Source: an optimization exercise on an open RTL-to-GDS flow (aim: a short achievable clock period and few clock cycles). Production flows keep margins and buffers that such runs may drop.
Only simulation tests tie the RTL to the original design; equivalence was not proved.
Power figures rest on the tool's default switching activity, not on a simulated workload.

==> flow/design.v <==
module ks_add #(parameter W = 32, parameter L = 5) (a, b, cin, s, cout);
  input  [W-1:0] a, b;
  input          cin;
  output [W-1:0] s;
  output         cout;
  wire [W-1:0] p  = a ^ b;
  wire [W-1:0] g0 = a & b;
  wire [(L+1)*W-1:0] gg, pp;
  assign gg[W-1:0] = {g0[W-1:1], g0[0] | (p[0] & cin)};
  assign pp[W-1:0] = p;
  genvar l, i;
  generate
    for (l = 0; l < L; l = l + 1) begin : lvl
      for (i = 0; i < W; i = i + 1) begin : col
        if (i >= (1 << l)) begin : comb
          assign gg[(l+1)*W + i] = gg[l*W + i] | (pp[l*W + i] & gg[l*W + i - (1 << l)]);
          assign pp[(l+1)*W + i] = pp[l*W + i] & pp[l*W + i - (1 << l)];
        end else begin : pass
          assign gg[(l+1)*W + i] = gg[l*W + i];
          assign pp[(l+1)*W + i] = pp[l*W + i];
        end
      end
    end
  endgenerate
  wire [W:0] c = {gg[L*W +: W], cin};
  assign s = p ^ c[W-1:0];
  assign cout = c[W];
endmodule
module mux2w #(parameter W = 32) (s, a, b, y);
  input          s;
  input  [W-1:0] a, b;
  output [W-1:0] y;
  assign y = s ? b : a;
endmodule
module dec5 (a, y);
  input  [4:0]  a;
  output [31:1] y;
  genvar k;
  generate
    for (k = 1; k < 32; k = k + 1) begin : d
      assign y[k] = (a == k);
    end
  endgenerate
endmodule
module cpu (rst, clk, addr, instruction,
            dmem_addr, dmem_wdata, dmem_write, dmem_read, dmem_readdata);
  input rst, clk;
  output reg [31:0] addr;
  input  [31:0] instruction;
  output [31:0] dmem_addr;
  output [31:0] dmem_wdata;
  output dmem_write, dmem_read;
  input  [31:0] dmem_readdata;
  reg [31:0] rf [1:31];
  reg [31:0] e_a, e_b, e_st;
  reg        e_fa, e_fb, e_fs;
  reg        e_add, e_sub, e_and, e_or, e_sltu;
  reg        e_beq, e_pt, e_again;
  reg [31:0] e_pc;
  reg [15:0] e_off;
  reg [4:0]  e_dst;
  reg        e_we, e_rd, e_wr;
  reg [31:0] m_res, m_st;
  reg        m_we, m_rd, m_wr, m_ldw;
  reg [4:0]  m_dst;
  assign dmem_addr  = m_res;
  assign dmem_wdata = m_st;
  assign dmem_write = m_we;
  assign dmem_read  = m_rd;
  wire [31:0] ea = e_fa ? m_res : e_a;
  wire [31:0] eb = e_fb ? m_res : e_b;
  wire [31:0] es = e_fs ? m_res : e_st;
  wire [31:0] s00, s10, s01, d00, d10, d01;
  wire        sc00, sc10, sc01, dc00, dc10, dc01;
  ks_add #(32) add00 (.a(e_a),   .b(e_b),    .cin(1'b0), .s(s00), .cout(sc00));
  ks_add #(32) add10 (.a(m_res), .b(e_b),    .cin(1'b0), .s(s10), .cout(sc10));
  ks_add #(32) add01 (.a(e_a),   .b(m_res),  .cin(1'b0), .s(s01), .cout(sc01));
  ks_add #(32) sub00 (.a(e_a),   .b(~e_b),   .cin(1'b1), .s(d00), .cout(dc00));
  ks_add #(32) sub10 (.a(m_res), .b(~e_b),   .cin(1'b1), .s(d10), .cout(dc10));
  ks_add #(32) sub01 (.a(e_a),   .b(~m_res), .cin(1'b1), .s(d01), .cout(dc01));
  wire [31:0] e_sum = e_fa ? (e_fb ? {m_res[30:0], 1'b0} : s10) : (e_fb ? s01 : s00);
  wire [31:0] e_dif = e_fa ? (e_fb ? 32'd0 : d10) : (e_fb ? d01 : d00);
  wire        e_dc  = e_fa ? (e_fb ? 1'b1 : dc10) : (e_fb ? dc01 : dc00);
  wire [31:0] e_res = ({32{e_add}}  & e_sum)
                    | ({32{e_sub}}  & e_dif)
                    | ({32{e_and}}  & (ea & eb))
                    | ({32{e_or}}   & (ea | eb))
                    | {31'd0, e_sltu & ~e_dc};
  wire e_eq00 = (e_a == e_b);
  wire e_eq10 = (m_res == e_b);
  wire e_eq01 = (e_a == m_res);
  wire e_eq = e_fa ? (e_fb ? 1'b1 : e_eq10) : (e_fb ? e_eq01 : e_eq00);
  wire [31:0] e_pc4 = e_pc + 32'd4;
  wire [29:0] e_tgt;
  wire        e_tc;
  ks_add #(30) add_t (.a(e_pc[31:2]), .b({{14{e_off[15]}}, e_off}), .cin(1'b1), .s(e_tgt), .cout(e_tc));
  wire [31:0] e_alt = e_again ? e_pc : e_pt ? e_pc4 : {e_tgt, 2'b00};
  wire e_mis = (e_beq & (e_eq ^ e_pt)) | e_again;
  wire [5:0]  f_op  = instruction[31:26];
  wire [4:0]  f_rs  = instruction[25:21];
  wire [4:0]  f_rt  = instruction[20:16];
  wire [4:0]  f_rdf = instruction[15:11];
  wire [5:0]  f_fn  = instruction[5:0];
  wire [15:0] f_im  = instruction[15:0];
  wire [31:0] f_imm = {{16{f_im[15]}}, f_im};
  wire f_isR    = (f_op == 6'h00);
  wire f_isAddi = (f_op == 6'h08);
  wire f_isLw   = (f_op == 6'h23);
  wire f_isSw   = (f_op == 6'h2b);
  wire f_isBeq  = (f_op == 6'h04);
  wire f_isJal  = (f_op == 6'h03);
  wire f_isJ    = (f_op[5:1] == 5'b00001);
  wire f_useRs = f_isR | f_isAddi | f_isLw | f_isSw | f_isBeq;
  wire f_useRt = f_isR | f_isSw | f_isBeq;
  wire [31:0] rf_rs, rf_rt;
  genvar g;
  generate
    for (g = 0; g < 4; g = g + 1) begin : slice
      wire [31:1] rs1h, rt1h;
      dec5 dec_rs (.a(f_rs), .y(rs1h));
      dec5 dec_rt (.a(f_rt), .y(rt1h));
      reg [7:0] vs, vt;
      integer k;
      always @(*) begin
        vs = 8'd0;
        vt = 8'd0;
        for (k = 1; k < 32; k = k + 1) begin
          vs = vs | ({8{rs1h[k]}} & rf[k][8*g +: 8]);
          vt = vt | ({8{rt1h[k]}} & rf[k][8*g +: 8]);
        end
      end
      assign rf_rs[8*g +: 8] = vs;
      assign rf_rt[8*g +: 8] = vt;
    end
  endgenerate
  wire [31:0] m_wdata = m_ldw ? dmem_readdata : m_res;
  wire m_any = m_wr | m_ldw;
  wire [31:0] f_rsv = (m_any && m_dst == f_rs) ? m_wdata : rf_rs;
  wire [31:0] f_rtv = (m_any && m_dst == f_rt) ? m_wdata : rf_rt;
  wire f_fwa = e_wr && (e_dst == f_rs);
  wire f_fwt = e_wr && (e_dst == f_rt);
  wire f_again = e_rd && ((f_useRs && e_dst == f_rs) || (f_useRt && e_dst == f_rt));
  wire [31:0] f_pc4 = addr + 32'd4;
  wire [31:0] f_jt  = {f_pc4[31:28], instruction[25:0], 2'b00};
  wire [7:0]  f_lo;
  wire        f_lc;
  ks_add #(8) add_f (.a(addr[9:2]), .b(f_im[7:0]), .cin(1'b1), .s(f_lo), .cout(f_lc));
  wire [21:0] f_hi  = addr[31:10];
  wire [21:0] f_hip = f_hi + 22'd1;
  wire [21:0] f_him = f_hi - 22'd1;
  wire f_near = (f_im[15:7] == 9'h000) || (f_im[15:7] == 9'h1ff);
  wire f_pt = f_isBeq && ((f_rs == f_rt) || f_im[15]) && f_near;
  wire [4:0] f_dst = f_isR ? f_rdf : f_isJal ? 5'd31 : f_rt;
  wire f_wr  = (f_isR | f_isAddi | f_isJal) && (f_dst != 5'd0);
  wire f_ldw = f_isLw && (f_dst != 5'd0);
  wire f_kill = rst || e_mis;
  wire [31:0] f_early = rst ? 32'd0 : e_mis ? e_alt : f_pc4;
  wire        f_take  = !f_kill && (f_isJ || f_pt);
  wire [7:0]  f_llo   = f_isJ ? instruction[7:0] : f_lo;
  wire [21:0] f_jhi   = {f_pc4[31:28], instruction[25:8]};
  wire [21:0] f_l0    = f_isJ ? f_jhi : (f_im[15] ? f_him : f_hi);
  wire [21:0] f_l1    = f_isJ ? f_jhi : (f_im[15] ? f_hi : f_hip);
  wire [21:0] f_lhi;
  wire [31:0] f_next;
  mux2w #(22) mux_c (.s(f_lc),   .a(f_l0),    .b(f_l1),                  .y(f_lhi));
  mux2w #(32) mux_t (.s(f_take), .a(f_early), .b({f_lhi, f_llo, 2'b00}), .y(f_next));
  always @(posedge clk)
    addr <= f_next;
  always @(posedge clk) begin
    e_a   <= f_isJal ? 32'd0 : f_rsv;
    e_fa  <= f_fwa && !f_isJal;
    e_b   <= f_isJal ? f_pc4 : (f_isR || f_isBeq) ? f_rtv : f_imm;
    e_fb  <= f_fwt && (f_isR || f_isBeq);
    e_st  <= f_rtv;
    e_fs  <= f_fwt;
    e_add <= f_isAddi | f_isLw | f_isSw | f_isJal | (f_isR && f_fn == 6'h20);
    e_sub <= f_isR && f_fn == 6'h22;
    e_and <= f_isR && f_fn == 6'h24;
    e_or  <= f_isR && f_fn == 6'h25;
    e_sltu <= f_isR && f_fn == 6'h2b;
    e_pt  <= f_pt;
    e_pc  <= addr;
    e_off <= f_im;
    e_dst <= f_dst;
    if (f_kill || f_again) begin
      e_beq <= 1'b0;
      e_we  <= 1'b0;
      e_rd  <= 1'b0;
      e_wr  <= 1'b0;
    end else begin
      e_beq <= f_isBeq;
      e_we  <= f_isSw;
      e_rd  <= f_ldw;
      e_wr  <= f_wr;
    end
    e_again <= !f_kill && f_again;
  end
  always @(posedge clk) begin
    m_res <= e_res;
    m_st  <= es;
    m_dst <= e_dst;
    if (rst) begin
      m_we  <= 1'b0;
      m_rd  <= 1'b0;
      m_wr  <= 1'b0;
      m_ldw <= 1'b0;
    end else begin
      m_we  <= e_we;
      m_rd  <= e_rd;
      m_wr  <= e_wr;
      m_ldw <= e_rd;
    end
  end
  integer i;
  always @(posedge clk) begin
    for (i = 1; i < 32; i = i + 1) begin
      if (rst)
        rf[i] <= i;
      else if (m_any && m_dst == i)
        rf[i] <= m_wdata;
    end
  end
endmodule
export LEC_CHECK = 0
export ABC_CLOCK_PERIOD_IN_PS = 1500
export CAP_MARGIN = 20
export CORE_MARGIN = 2
export CORE_UTILIZATION = 35
export PLACE_DENSITY = 0.45
export SLEW_MARGIN = 20
export SYNTH_HIERARCHICAL = 1
export TNS_END_PERCENT = 0
create_clock -name core_clock -period 10.0 [get_ports {clk}]
standard.sh (not shown) runs the stock make flow with config.mk's settings and CLKGATE_MAP_FILE= SYNTH_SCRIPT=/design/flow/synth_recipe.tcl, a recipe that flattens the netlist after the stock synthesis.
==> flow/flow/run.sh <==
#!/bin/bash
set -euo pipefail
export SETUP_SLACK_MARGIN=6.8
bash standard.sh > standard.log 2>&1
The first run ran to the end with violations: capacitance limit, slew limit.
Testbench counts at the start, summed over its fixed seeds: cycles 93,515.
Change:
--- a/flow/config.mk
+++ b/flow/config.mk
@@ -10,4 +10,4 @@
 export CORE_MARGIN = 2
-export CORE_UTILIZATION = 35
-export PLACE_DENSITY = 0.45
+export CORE_UTILIZATION = 30
+export PLACE_DENSITY = 0.35
 export SLEW_MARGIN = 20
The new run completed with no timing, DRC or antenna violations.
Register-to-register slack gets better by 0.27 ns.
Clock skew is about the same.
Wire length is higher by 4.5%.
Clock-buffer cell count grows by 8.
Sequential power is about the same.
Via count falls by about 1.2%.
Cell area increases by about 2%.
Worst setup slack gains 0.13 ns.

static timing again, ports no longer ideal:
How much do the figures lean on ideal ports? The routed layouts below were timed once more, with nothing changed but the port constraints. Step 1 assumes that a clkbuf_16 drives the clock port and a buf_2 every other input. Step 2 adds t to the input delays and takes it off the output delays; t is the mean of the earliest and latest rising clock arrival at the registers after step 1. Input paths then give back, and output paths get back, about the clock's delay inside the block. a / b / c = no drivers / after step 1 / after step 2; a / b = the first two.
run | t, ns | setup slack, ns | worst setup path at the end | latest minus earliest clock arrival (ns) | slew at the worst register clock pin (ns)
the first run | 0.922 | 5.903 / 5.903 / 5.118 | input to register | 0.045 / 0.045 | 0.07 / 0.07
the second run | 0.919 | 6.031 / 6.098 / 5.179 | input to register | 0.053 / 0.052 | 0.07 / 0.07
The setup slack of the second run, which loses most, moves by +0.067 ns with the drivers and by -0.852 ns with both steps.
